Source: an optimization exercise on an open RTL-to-GDS flow (aim: small area). Production flows keep margins and buffers that such runs may drop. At most, simulation tests tie the RTL to the original design; equivalence was not proved. No activity file was given, so power comes from the tool's default toggle rates.

// maquina_estados
module maquina_estados(
	input clk,
	input rst,
	input arriba,
	input abajo,
	input izquierda,
	input derecha,
	input pausa,
	output hsync,
	output vsync,
	output [2:0] RED,
	output [2:0] GREEN,
	output [1:0] BLUE
	);
For scale: about 1500 cells after synthesis, ~17 I/O pins, about 14000 um^2 of cells after synthesis.
export LEC_CHECK = 0
export CAP_MARGIN = 20
export CORE_MARGIN = 2
export CORE_UTILIZATION = 70
export CTS_BUF_LIST = sky130_fd_sc_hd__clkbuf_8
export CTS_CLUSTER_DIAMETER = 50
export CTS_CLUSTER_SIZE = 16
export GPL_ROUTABILITY_DRIVEN = 1
export PLACE_DENSITY = 0.75
export SLEW_MARGIN = 20
create_clock -name core_clock -period 12.0 [get_ports {clk}]
run.sh (not shown) runs the stock make flow with config.mk's settings and CLKGATE_MAP_FILE= SYNTH_SCRIPT=/design/flow/synth_recipe.tcl, a recipe that flattens the netlist after the stock synthesis.
Then changed:
--- a/flow/design.v
+++ b/flow/design.v
@@ -16,24 +16,23 @@
 	reg [2:0] bp;
 	wire anyb = arriba | abajo | izquierda | derecha | pausa;
 	wire [2:0] code = arriba ? 3'd1 : abajo ? 3'd2 : izquierda ? 3'd3 : derecha ? 3'd4 : 3'd5;
 	always @(posedge clk)
 		if (rst | ~anyb) bp <= 3'd0;
 		else if (bp == 3'd0) bp <= code;
-	reg [10:0] cnt;
+	reg [10:0] cnt;        
 	reg reset_r;           
 	reg mover;
 	reg [1:0] mode;        
 	reg [1:0] dir;         
 	reg [2:0] mem;         
-	wire cnt_end = (cnt == 11'h33c);
-	wire step = cnt_end & ~rst & ~reset_r;
+	wire step = (cnt == 11'd1101) & ~rst & ~reset_r;
 	always @(posedge clk) begin
-		if (rst | reset_r) cnt <= 11'h001;
-		else if (cnt_end) cnt <= 11'h002;
-		else cnt <= {cnt[9:0], cnt[10] ^ cnt[8]};
+		if (rst | reset_r) cnt <= 11'd0;
+		else if (cnt == 11'd1101) cnt <= 11'd1;
+		else cnt <= cnt + 11'd1;
 		mover <= step;
 		if (rst | reset_r) begin
 			mode <= 2'd0;
 			mem <= 3'd0;
 		end else if (step) begin
 			mem <= bp;
@@ -110,30 +109,27 @@
 		input bx_, by_;
 		begin
 			inbox = ((kx == cx_) || (bx_ && kx == cxm1_)) &&
 			        (({1'b0, ky} == cy_) || (by_ && {1'b0, ky} == cym1_));
 		end
 	endfunction
-	reg [6:0] rx;
-	reg [5:0] ry;
-	reg rx2, ry2;
+	reg [4:0] mX, nY;      
 	reg [6:0] fx;          
 	reg [5:0] fy;
 	reg first;
 	reg comer;
+	wire [6:0] rx = (mX == 5'd0) ? 7'd0 : (mX >= 5'd16) ? 7'd79 : ({mX, 2'b00} + {2'b00, mX} - 7'd1);
+	wire [5:0] ry = (nY == 5'd0) ? 6'd0 : (nY >= 5'd20) ? 6'd59 : ({nY, 1'b0} + {1'b0, nY} - 6'd1);
 	always @(posedge clk) begin
 		first <= rst;
 		if (rst) begin
-			rx <= 7'd0; rx2 <= 1'b0;
-			ry <= 6'd2; ry2 <= 1'b0;
+			mX <= 5'd0; nY <= 5'd1;
 			fx <= 7'd39; fy <= 6'd29;
 		end else begin
-			rx2 <= (rx == 7'd79) & ~rx2;
-			rx <= rx2 ? 7'd0 : (rx == 7'd79) ? 7'd79 : (rx == 7'd0) ? 7'd4 : rx + 7'd5;
-			ry2 <= (ry == 6'd59) & ~ry2;
-			ry <= ry2 ? 6'd0 : (ry == 6'd59) ? 6'd59 : (ry == 6'd0) ? 6'd2 : ry + 6'd3;
+			mX <= (mX == 5'd17) ? 5'd0 : mX + 5'd1;
+			nY <= (nY == 5'd21) ? 5'd0 : nY + 5'd1;
 			if (comer | (reset_r & ~first)) begin
 				fx <= rx; fy <= ry;
 			end
 		end
 	end
 	reg [6:0] hx;
Result:
- die area goes up slightly
- power hardly moves
- synthesized area goes up by a few percent
- via count goes up by a few percent
- worst setup slack degrades by 0.11 ns
- routed wire length goes up by a few percent
- sequential cell count goes down by 5
- cell count goes up by a few percent
- first-iteration DRC count goes down slightly
- count of clock-buffer cells in the layout goes down by 1
- clock skew stays flat
- combinational power goes up by a little under a tenth
- worst hold slack improves by 0.0038 ns
Function was not checked in any run of this note: the RTL went through the layout flow alone.

* * *

Another version of the RTL of maquina_estados (not shown whole).
Size: ~1300 cells after synthesis, roughly 310 flip-flops, about 17 I/O pins, about 0.012 sq mm of cells after synthesis.
==> flow/config.mk <==
export PLATFORM = sky130hd
export DESIGN_NAME = maquina_estados
export DESIGN_NICKNAME = maquina_estados
export VERILOG_FILES = /design/flow/design.v
export SDC_FILE = /design/flow/constraint.sdc
export NUM_CORES = 8
export LEC_CHECK = 0
export CAP_MARGIN = 20
export CORE_MARGIN = 2
export CORE_UTILIZATION = 70
export GPL_ROUTABILITY_DRIVEN = 1
export PLACE_DENSITY = 0.75
export SLEW_MARGIN = 20
==> flow/constraint.sdc <==
create_clock -name core_clock -period 12.0 [get_ports {clk}]
set_input_delay 2.4000 -clock core_clock [delete_from_list [all_inputs] [get_ports {clk}]]
set_output_delay 2.4000 -clock core_clock [all_outputs]
set_load 0.01 [all_outputs]
standard.sh (not shown) runs the stock make flow with config.mk's settings and CLKGATE_MAP_FILE= SYNTH_SCRIPT=/design/flow/synth_recipe.tcl, a recipe that flattens the netlist after the stock synthesis.
==> flow/flow/run.sh <==
#!/bin/bash
# Layout flow: the standard flow (standard.sh) with three changes:
#  - synthesis maps the combinational logic with an area-oriented ABC script
#    (flow/abc_area.script) in place of ORFS's abc_speed.script; registers, synthesis
#    passes, flattening and renaming stay the standard ones (same synth_recipe.tcl);
#  - clock tree synthesis runs without dummy loads (flow/cts_args);
#  - every input and output port still gets its buffer, a buf_1 (flow/port_args).
# Each step's output goes to its own log in this folder (synth.log, layout.log).
set -euo pipefail
here=$(pwd)
rm -rf "$here/scripts_area"
cp -r "$FLOW_HOME/scripts" "$here/scripts_area"
cp "$here/flow/abc_area.script" "$here/scripts_area/abc_speed.script"
cts=$(tr '\n' ' ' < "$here/flow/cts_args")
ports=$(tr '\n' ' ' < "$here/flow/port_args")
sed "s#^make -C #make SCRIPTS_DIR=$here/scripts_area CTS_ARGS='$cts' BUFFER_PORTS_ARGS='$ports' -C #" standard.sh > std_mod.sh
grep -q "SCRIPTS_DIR=$here/scripts_area CTS_ARGS=" std_mod.sh
bash std_mod.sh synth > synth.log 2>&1
bash std_mod.sh > layout.log 2>&1
==> flow/flow/abc_area.script <==
&get -n
&st
&deepsyn -J 200 -T 900
&dch -f
&nf -a -R 1000
&put
topo
stime -c
dnsize -c
==> flow/flow/cts_args <==
-sink_clustering_enable -repair_clock_nets -dont_use_dummy_load -sink_clustering_size 10 -sink_clustering_max_diameter 40 -buf_list sky130_fd_sc_hd__clkbuf_4
==> flow/flow/port_args <==
-buffer_cell sky130_fd_sc_hd__buf_1
==> next run, changes <==
--- a/flow/design.v
+++ b/flow/design.v
@@ -147,26 +147,25 @@
 	reg hit;               
 	reg [6:0] ax;
 	reg [5:0] ay;
 	reg [159:0] ring;
 	reg a0, a1, d0, d1, dp;   
 	wire domove = mover & (mode == 2'd1);
 	wire [1:0] sd = mover ? dir : ndir;
 	wire [6:0] nhx = hx + ((sd == 2'd3) ? 7'd1 : (sd == 2'd2) ? 7'h7f : 7'd0);
 	wire [5:0] nhy = hy + ((sd == 2'd1) ? 6'd1 : (sd == 2'd0) ? 6'h3f : 6'd0);
 	wire outb = (dir == 2'd0 && hy == 6'd0) || (dir == 2'd1 && hy == 6'd59) ||
 	            (dir == 2'd2 && hx == 7'd0) || (dir == 2'd3 && hx == 7'd79);
 	wire eat = (hx == fx) && (hy == fy);
-	wire rev = tv && (ll[1:0] == 2'd0) && (dir == {ll[3], ~ll[2]});
-	wire coll = hit | (rev & ((nl != 6'd0) | eat)) | outb;
+	wire coll = hit | outb;
 	wire hz = (hx == 7'd0) && (hy == 6'd0);
 	wire tz = (tx == 7'd0) && (ty == 6'd0);
 	wire [1:0] rel = (dir == ll[3:2]) ? 2'd1 :
 	                 (~ll[3] ? (dir == 2'd2 ? 2'd2 : 2'd3) : (dir == 2'd0 ? 2'd2 : 2'd3));
 	wire [3:0] lr = ring[159:156];
 	wire wr;
 	wire [3:0] lk = wr ? ll : lr;       
 	wire k0 = (kc == 6'd0);
 	wire valid = (kc < nl) | wr;
 	wire [6:0] axi = k0 ? tx : ax;
 	wire [5:0] ayi = k0 ? ty : ay;
 	wire vert = ~lk[3];
Result: Sequential power hardly moves; total power stays flat; critical path depth is lower by 3; maximum frequency goes down by 5.0%; wire length climbs by 0.86%; utilization fell by 0.20 points; area after synthesis stays flat; register-to-register slack loses 0.28 ns; hold slack gains 0.045 ns.

* * *

job 812:
maquina_estados, a different RTL version from the one above (not shown whole).
For scale: ~17 I/O pins, ~12,000 um2 of cells after synthesis.
Settings: LEC_CHECK=0, CAP_MARGIN=20, CORE_MARGIN=2, CORE_UTILIZATION=70, GPL_ROUTABILITY_DRIVEN=1, PLACE_DENSITY=0.75, SLEW_MARGIN=20; clock period 12.0 ns.
==> flow/flow/abc_area.script <==
&get -n
&st
&deepsyn -T 60
&dch -f
&nf -a -R 1000
&put
topo
stime -c
dnsize -c
Scripts as last shown in full above: flow/flow/run.sh, flow/flow/cts_args, flow/flow/port_args
No stage failed in job 812, and the final checks on the layout all came back clean.
--- input diff job 812..job 4615 ---
diff --git a/flow/design.v b/flow/design.v
--- a/flow/design.v
+++ b/flow/design.v
@@ -102,23 +102,23 @@
 	wire [6:0] pqm1 = pq - 7'd1;
 	wire [6:0] vqm1 = vq - 7'd1;
 	wire [6:0] cxm1 = pqm1;
 	wire [6:0] cym1 = vqm1;
 	function inbox;
 		input [6:0] kx;
 		input [5:0] ky;
 		input [6:0] cx_, cxm1_, cy_, cym1_;
 		input bx_, by_;
 		begin
 			inbox = ((kx == cx_) || (bx_ && kx == cxm1_)) &&
-			        ((ky == cy_[5:0]) || (by_ && ky == cym1_[5:0]));
+			        (({1'b0, ky} == cy_) || (by_ && {1'b0, ky} == cym1_));
 		end
 	endfunction
 	reg [6:0] rx;
 	reg [5:0] ry;
 	reg rx2, ry2;
 	reg [6:0] fx;          
 	reg [5:0] fy;
 	reg comer;
 	always @(posedge clk) begin
 		if (rst) begin
 			rx <= 7'd0; rx2 <= 1'b0;
@@ -175,41 +175,41 @@
 	wire [6:0] ddx = vert ? ((lk[1:0] == 2'd2) ? 7'h7f : (lk[1:0] == 2'd3) ? 7'd1 : 7'd0)
 	                      : (lk[2] ? (two ? 7'd2 : 7'd1) : (two ? 7'h7e : 7'h7f));
 	wire [5:0] ddy = ~vert ? ((lk[1:0] == 2'd2) ? 6'h3f : (lk[1:0] == 2'd3) ? 6'd1 : 6'd0)
 	                       : (lk[2] ? (two ? 6'd2 : 6'd1) : (two ? 6'h3e : 6'h3f));
 	wire [6:0] ex = axi + ddx;
 	wire [5:0] ey = ayi + ddy;
 	wire resolve = pdrop & k0;
 	assign wr = ppush & (kc == nl);
 	wire [6:0] pnx = (ndir == 2'd3) ? hxp : (ndir == 2'd2) ? hxm : hx;
 	wire [5:0] pny = (ndir == 2'd1) ? hyp : (ndir == 2'd0) ? hym : hy;
 	wire pnhit = valid && (axi == pnx) && (ayi == pny);
-	wire ym = (ey == vq[5:0]) || ((vr == 4'd0) && ey == vqm1[5:0]);
+	wire ym = ({1'b0, ey} == vq) || ((vr == 4'd0) && {1'b0, ey} == vqm1);
 	wire [5:0] tpair = pq[6:1] + 6'd1;
 	wire mp = valid & ym & (ex[6:1] == tpair);
 	wire m0 = mp & ~ex[0];
 	wire m1 = mp & ex[0];
 	wire shift = pix_en & (pr == 4'd9) & pq[0];
 	wire push = domove & ~coll & (eat ? (~tv | (nl != 6'd40)) : tv);
 	wire ph = push & hrow;
 	wire hxa = (hx[6:1] == tpair);
 	wire pd0 = ph & hxe & ~hx[0];
 	wire pd1 = ph & hxe & hx[0];
 	wire pdp = ph & hxb;
 	wire pa0 = ph & hxa & ~hx[0];
 	wire pa1 = ph & hxa & hx[0];
 	wire hxn = (hx[6:1] == pq[6:1] + 6'd2);
 	wire pn0 = ph & hxn & ~hx[0];
 	wire pn1 = ph & hxn & hx[0];
 	reg q0, q1;            
-	wire hrow = (hy == cy[5:0]) || (by && hy == cym1[5:0]);
+	wire hrow = ({1'b0, hy} == cy) || (by && {1'b0, hy} == cym1);
 	wire hxe = (hx[6:1] == pq[6:1]);
 	wire hxb = (hx == pqm1);
 	wire headb = hrow && ((hxe && hx[0] == pq[0]) || (bx && hxb));
 	wire fruitb = inbox(fx, fy, cx, cxm1, cy, cym1, bx, by);
 	wire tailb = tv & ~pdrop & inbox(tx, ty, cx, cxm1, cy, cym1, bx, by);
 	wire hcur = pq[0] ? d1 : d0;
 	wire hprev = pq[0] ? d0 : dp;
 	wire f00 = (fx == 7'd0) && (fy == 6'd0);
 	wire headc = vis ? headb : hz;
 	wire fruitc = vis ? fruitb : f00;
 	wire body = vis ? (hcur | (bx & hprev) | tailb) : corner;
Job 4615 | stages: all done | timing, DRC, antenna: all pass. Total power on job 4615 is down relative to job 812. The clock-pin transition on the worst setup and hold timing paths of job 812 and that of job 4615 are within noise of each other. Clock buffer count from CTS down 2.4% in job 4615 wrt job 812. Taking job 812 as the reference point, the required time of the critical path of job 4615 falls by 0.05 ns. On global-route usage over all layers, the lower figure sits with job 812, not job 4615. Going from job 812 to job 4615, number of endpoints with negative hold slack in the final report did not really move; share of total power in the clock network did not really move; detailed-route wire length went up; post-synthesis xor/xnor area fraction went up; critical path depth went down. Job 4615 against job 812: synthesized area went down by 0.32%, total setup buffers inserted after CTS about even.

port drivers added, routing unchanged:
Ports are ideal in the flow. The routed layouts listed here were re-timed in OpenROAD. Step 1 (the two cells are an assumption about what drives the block):
set clk [get_ports {clk}]
set_driving_cell -lib_cell sky130_fd_sc_hd__clkbuf_16 $clk
set_driving_cell -lib_cell sky130_fd_sc_hd__buf_2 [delete_from_list [all_inputs] $clk]
Step 2, shift: input delay + t, output delay - t, t = (earliest + latest rising clock arrival at the registers) / 2. This alone moves slack from input paths to output paths. Slacks: ideal / step 1 / step 2; pairs: ideal / step 1.
run | t (ns) | setup slack, ns | clock arrival spread, ns | pins driven straight from the clock port
the first run of note 1 | 0.612 | 6.590 / 6.549 / 7.033 | 0.036 / 0.036 | 1
the second run of note 1 | 0.619 | 6.485 / 6.441 / 7.012 | 0.038 / 0.037 | 1
the first run of note 2 | 0.656 | 6.606 / 6.606 / 6.606 | 0.069 / 0.068 | 1
the second run of note 2 | 0.658 | 6.322 / 6.322 / 6.322 | 0.078 / 0.078 | 1
job 812 | 0.666 | 5.971 / 5.971 / 5.971 | 0.075 / 0.075 | 1
job 4615 | 0.654 | 5.916 / 5.916 / 5.916 | 0.097 / 0.098 | 1
After both steps setup and hold are still met in every run listed.
